Background: an optimization exercise with open tools, aiming at small area. Do not read the settings as production practice. In this exercise RTL edits were held to simulation tests only and were not proved equivalent to the original. The clock input has no modelled driver; a real chip could not lean on it and would need a root buffer or a full tree. Power is estimated from default activity; no workload was simulated.

Design uart, start of the top module:
module uart (
	input clock,             
	input reset,             
	input transmit,          
	input [7:0] dataIn,      
	output txenable,         
	output rxenable,         
	output [7:0] dataOut,    
	output txOutData         
);
==> flow/config.mk <==
export PLATFORM = sky130hd
export DESIGN_NAME = uart
export DESIGN_NICKNAME = uart
export VERILOG_FILES = /design/flow/design.v
export SDC_FILE = /design/flow/constraint.sdc
export NUM_CORES = 4
export LEC_CHECK = 0
export CAP_MARGIN = 20
export CORE_MARGIN = 2
export CORE_UTILIZATION = 40
export SLEW_MARGIN = 20
==> flow/constraint.sdc <==
create_clock -name core_clock -period 20.0 [get_ports {clock}]
set_input_delay 4.0000 -clock core_clock [delete_from_list [all_inputs] [get_ports {clock}]]
set_output_delay 4.0000 -clock core_clock [all_outputs]
set_load 0.01 [all_outputs]
standard.sh (not shown) runs the stock make flow with config.mk's settings and CLKGATE_MAP_FILE= SYNTH_SCRIPT=/design/flow/synth_recipe.tcl, a recipe that flattens the netlist after the stock synthesis.
==> flow/flow/run.sh <==
#!/bin/bash
# Own layout flow: the standard synthesis, then its combinational logic
# re-mapped for area by ABC (registers untouched), then the standard ORFS
# layout of that netlist with 1x port buffers.
set -euo pipefail
W=$PWD
F=$W/flow
bash standard.sh synth > $W/std_synth.log 2>&1
STD=$W/orfs/results/$FLOW_PLATFORM/uart/base/1_2_yosys.v
cp $STD $W/std_netlist.v
export LIBFILE=$FLOW_HOME/platforms/sky130hd/lib/sky130_fd_sc_hd__tt_025C_1v80.lib
export DONT_USE_CELLS="$(make -s -C $FLOW_HOME DESIGN_CONFIG=$W/config.mk print-DONT_USE_CELLS 2>/dev/null | sed -n 's/^DONT_USE_CELLS: //p')"
export STD_NETLIST=$W/std_netlist.v OUT_NETLIST=$W/resyn.v ABC_SCRIPT=$F/area.abc
yosys -c $F/resyn.tcl > $W/resyn.log 2>&1
rm -rf $W/orfs
export SYNTH_NETLIST_FILES=$W/resyn.v
export BUFFER_PORTS_ARGS="-buffer_cell sky130_fd_sc_hd__buf_1"
if [[ -f $F/cts_args.txt ]]; then export CTS_ARGS="$(cat $F/cts_args.txt)"; fi
bash standard.sh > $W/layout.log 2>&1
==> flow/flow/area.abc <==
strash
&get -n
&deepsyn -I 4 -J 50
&put
dc2
dch -f
map -a
strash
dc2
dch -f
map -a
==> flow/flow/cts_args.txt <==
-buf_list sky130_fd_sc_hd__clkbuf_8 -root_buf sky130_fd_sc_hd__clkbuf_8 -sink_clustering_enable -sink_clustering_size 40 -sink_clustering_max_diameter 500 -dont_use_dummy_load -repair_clock_nets
==> flow/flow/resyn.tcl <==
# Re-map the combinational logic of the standard synthesis netlist for area.
# The flip-flops are kept as they are (same instances, names and cell types).
yosys -import
set lib $::env(LIBFILE)
read_liberty -ignore_miss_func $lib
read_verilog -defer $::env(STD_NETLIST)
hierarchy -top $::env(FLOW_TOP)
foreach m [split [string trim [tee -q -s result.string select -list-mod =sky130_fd_sc_hd__*df* =sky130_fd_sc_hd__*dl*]] "\n"] {
  setattr -mod -set keep_hierarchy 1 $m
}
flatten
opt -purge
techmap
opt -fast
set du {}
foreach c $::env(DONT_USE_CELLS) { lappend du -dont_use $c }
abc -liberty $lib {*}$du -script $::env(ABC_SCRIPT)
opt_clean -purge
hilomap -singleton -hicell sky130_fd_sc_hd__conb_1 HI -locell sky130_fd_sc_hd__conb_1 LO
select $::env(FLOW_TOP)
tee -o resyn_stat.txt stat -liberty $lib
write_verilog -noattr -noexpr -nohex -nodec -selected $::env(OUT_NETLIST)
The baseline completed without violations.
Change:
--- a/flow/flow/run.sh
+++ b/flow/flow/run.sh
@@ -18 +17,0 @@
-if [[ -f $F/cts_args.txt ]]; then export CTS_ARGS="$(cat $F/cts_args.txt)"; fi
==> flow/flow/area.abc (replaced) <==
strash
dch -f
map -a
strash
dch -f
map -a
removed: flow/flow/cts_args.txt
Result:
- The changed run finished clean
- total power goes up by 1.6%
- maximum frequency goes down by 13%
- global-route usage rose by 0.50 points
- routed wire length went up by 6.1%
- cell area came out higher by 7.5%
- via count grows by 8.5%
- cell count came out higher by 14%

---

uart, a different RTL version from the one above (not shown whole).
Size in the first run: ~160 cells after synthesis, ~22 I/O pins, about 1300 um^2 of cells after synthesis.
// uart
module uart (
	input clock,             
	input reset,             
	input transmit,          
	input [7:0] dataIn,      
	output txenable,         
	output rxenable,         
	output [7:0] dataOut,    
	output txOutData         
);
wire txtick, rxtick;
frequencyDivider frequencyDivider1 (
	.clock(clock),
	.reset(reset),
	.txenable1(txenable),
	.rxenable1(rxenable),
	.txtick(txtick),
	.rxtick(rxtick)
);
transmitter tx (
	.clock(clock),
	.reset(reset),
	.tick(txtick),
	.transmit(transmit),
	.txDataIn(dataIn),
	.txDataOut(txOutData)
);
receiver rx (
	.clock(clock),
	.reset(reset),
	.tick(rxtick),
	.rxDataIn(txOutData),
	.rxDataOut(dataOut)
);
endmodule
Settings: LEC_CHECK=0, CAP_MARGIN=0, CORE_MARGIN=2, CORE_UTILIZATION=40, SLEW_MARGIN=0; clock period 20.0 ns.
==> flow/flow/run.sh <==
#!/bin/bash
# Own layout flow: the standard synthesis, then its combinational logic
# re-mapped for area by ABC (registers untouched), then the standard ORFS
# layout of that netlist with 1x port buffers and a two-buffer clock
# distribution (cts_pre.tcl). Each tool writes its own log here.
set -euo pipefail
W=$PWD
F=$W/flow
bash standard.sh synth > $W/std_synth.log 2>&1
STD=$W/orfs/results/$FLOW_PLATFORM/uart/base/1_2_yosys.v
cp $STD $W/std_netlist.v
export LIBFILE=$FLOW_HOME/platforms/sky130hd/lib/sky130_fd_sc_hd__tt_025C_1v80.lib
export DONT_USE_CELLS="$(make -s -C $FLOW_HOME DESIGN_CONFIG=$W/config.mk print-DONT_USE_CELLS 2>/dev/null | sed -n 's/^DONT_USE_CELLS: //p')"
# several ABC scripts, run side by side; the smallest netlist is kept
export STD_NETLIST=$W/std_netlist.v
mkdir -p $W/resyn
for s in $F/area_*.abc; do
  n=$(basename $s .abc)
  (cd $W/resyn && OUT_NETLIST=$W/resyn/$n.v ABC_SCRIPT=$s STAT_FILE=$W/resyn/$n.stat \
    yosys -c $F/resyn.tcl > $W/resyn_$n.log 2>&1) &
done
wait
best=$(for f in $W/resyn/*.stat; do echo "$(awk '/Chip area/{print $NF}' $f) $f"; done | sort -g | head -1 | cut -d' ' -f2)
for f in $W/resyn/*.stat; do echo "$(awk '/Chip area/{print $NF}' $f) $f"; done | sort -g > $W/resyn_choice.txt
cp ${best%.stat}.v $W/resyn.v
rm -rf $W/orfs
export SYNTH_NETLIST_FILES=$W/resyn.v
export BUFFER_PORTS_ARGS="-buffer_cell sky130_fd_sc_hd__buf_1"
export PRE_CTS_TCL=$F/cts_pre.tcl CLOCK_BUF_CELL=sky130_fd_sc_hd__clkbuf_8 CLOCK_BUF_COUNT=2 CLOCK_PORT_NAME=clock
bash standard.sh > $W/layout.log 2>&1
Other scripts of this flow, unchanged in this note and not shown: flow/flow/area_a7.abc, flow/flow/area_m1.abc, flow/flow/area_m4.abc, flow/flow/area_s1.abc, flow/flow/area_s2.abc, flow/flow/area_s3.abc, flow/flow/area_s4.abc, flow/flow/area_s6.abc, flow/flow/cts_pre.tcl, flow/flow/resyn.tcl
The starting point completed with no timing, DRC or antenna violations.
Rerun with:
CAP_MARGIN = 20   (was 0)
SLEW_MARGIN = 20   (was 0)
After rerunning:
- via count is unchanged
- final cell count stays the same
- synthesized area is unchanged
- clock power stays flat
- sequential share of layout area is unchanged
Rerun with:
--- a/flow/flow/run.sh
+++ b/flow/flow/run.sh
@@ -2,5 +2,6 @@
 # Own layout flow: the standard synthesis, then its combinational logic
 # re-mapped for area by ABC (registers untouched), then the standard ORFS
-# layout of that netlist with 1x port buffers and a two-buffer clock
+# layout of that netlist with 1x port buffers (2x on reset, gpl_pre.tcl)
+# and a two-buffer clock
 # distribution (cts_pre.tcl). Each tool writes its own log here.
 set -euo pipefail
@@ -26,5 +27,5 @@
 rm -rf $W/orfs
 export SYNTH_NETLIST_FILES=$W/resyn.v
-export BUFFER_PORTS_ARGS="-buffer_cell sky130_fd_sc_hd__buf_1"
+export PRE_GLOBAL_PLACE_TCL=$F/gpl_pre.tcl DONT_BUFFER_PORTS=1 RESET_PORT_NAME=reset GPL_TIMING_DRIVEN=0
 export PRE_CTS_TCL=$F/cts_pre.tcl CLOCK_BUF_CELL=sky130_fd_sc_hd__clkbuf_8 CLOCK_BUF_COUNT=2 CLOCK_PORT_NAME=clock
 bash standard.sh > $W/layout.log 2>&1
==> flow/flow/gpl_pre.tcl (new file) <==
# Port buffers, as the standard flow makes them but with 1x buffers; the
# reset input, which fans out to most of the design, gets a 2x buffer.
buffer_ports -buffer_cell sky130_fd_sc_hd__buf_1
set block [ord::get_db_block]
set bt [$block findBTerm $::env(RESET_PORT_NAME)]
set net [$bt getNet]
foreach iterm [$net getITerms] {
  set inst [$iterm getInst]
  if { [[$inst getMaster] getName] == "sky130_fd_sc_hd__buf_1" } {
    $inst swapMaster [[ord::get_db] findMaster sky130_fd_sc_hd__buf_2]
    puts "reset port buffer [$inst getName] is sky130_fd_sc_hd__buf_2"
  }
}
GPL_TIMING_DRIVEN = 0   (was not set)
Design area went down by 0.41%.
Setup slack loses 190 ps.
Sequential share of layout area went up by 0.20 points.
Die area is unchanged.
In every run of this note, the design's own scripts or RTL, not TritonCTS, make the clock network.

---

uart, a different RTL version from the one above (not shown whole).
Size: roughly 35 flip-flops, roughly 22 I/O pins.
Settings: LEC_CHECK=0, CAP_MARGIN=20, CORE_MARGIN=2, CORE_UTILIZATION=40, SLEW_MARGIN=20; clock period 20.0 ns.
run.sh (not shown) runs the stock make flow with config.mk's settings and CLKGATE_MAP_FILE= SYNTH_SCRIPT=/design/flow/synth_recipe.tcl, a recipe that flattens the netlist after the stock synthesis.
Stock flow here: none of the scripts above is used.
Edit:
Settings changed: CTS_BUF_LIST set to sky130_fd_sc_hd__clkbuf_4.
What happened: Hold slack gets better by 0.0063 ns. Design area came out lower by about 1.1%. Non-clock buffer count does not change. Core utilization came out lower by 0.54 points. Synthesized area stays the same. Setup slack degrades by 0.066 ns. Sequential share of layout area grows by 0.36 points. Maximum frequency went down by 1.2%. Clock-buffer cell count is unchanged.

[what the ideal ports hide]
The flow's constraints put no driver on any port. The routed layouts listed below were extracted and timed again, unchanged, in two steps.
Step 1: set_driving_cell puts a clkbuf_16 on clock and a buf_2 on each other input, an assumption about the parent block.
Step 2 times the ports against the registers' clock, not the clock port: input delays grow and output delays shrink by t, the midpoint of the rising clock arrivals with the driver on.
a / b / c = ideal / step 1 / step 2; a / b = the first two.
run	t (ns)	slack for setup (ns)	worst setup path after step 2	clock arrival spread, ns	worst register clock-pin slew, ns
the first run of note 1	0.299	15.191 / 15.167 / 14.901	input to register	0.015 / 0.015	0.07 / 0.07
the second run of note 1	0.320	14.446 / 14.448 / 14.128	input to register	0.004 / 0.005	0.08 / 0.08
the first run of note 2	0.194	15.079 / 15.091 / 14.898	input to register	0.011 / 0.011	0.11 / 0.11
the second run of note 2	0.194	15.079 / 15.091 / 14.898	input to register	0.011 / 0.011	0.11 / 0.11
the third run of note 2	0.192	14.886 / 14.897 / 14.706	input to register	0.004 / 0.003	0.10 / 0.10
the first run of note 3	0.307	14.651 / 14.625 / 14.515	input to register	0.006 / 0.006	0.07 / 0.07
the second run of note 3	0.370	14.585 / 14.562 / 14.518	input to register	0.012 / 0.011	0.11 / 0.11
After both steps setup and hold are still met in every run listed. The setup slack of the second run of note 1, which loses most, moves by +0.002 ns with the drivers and by -0.318 ns with both steps.
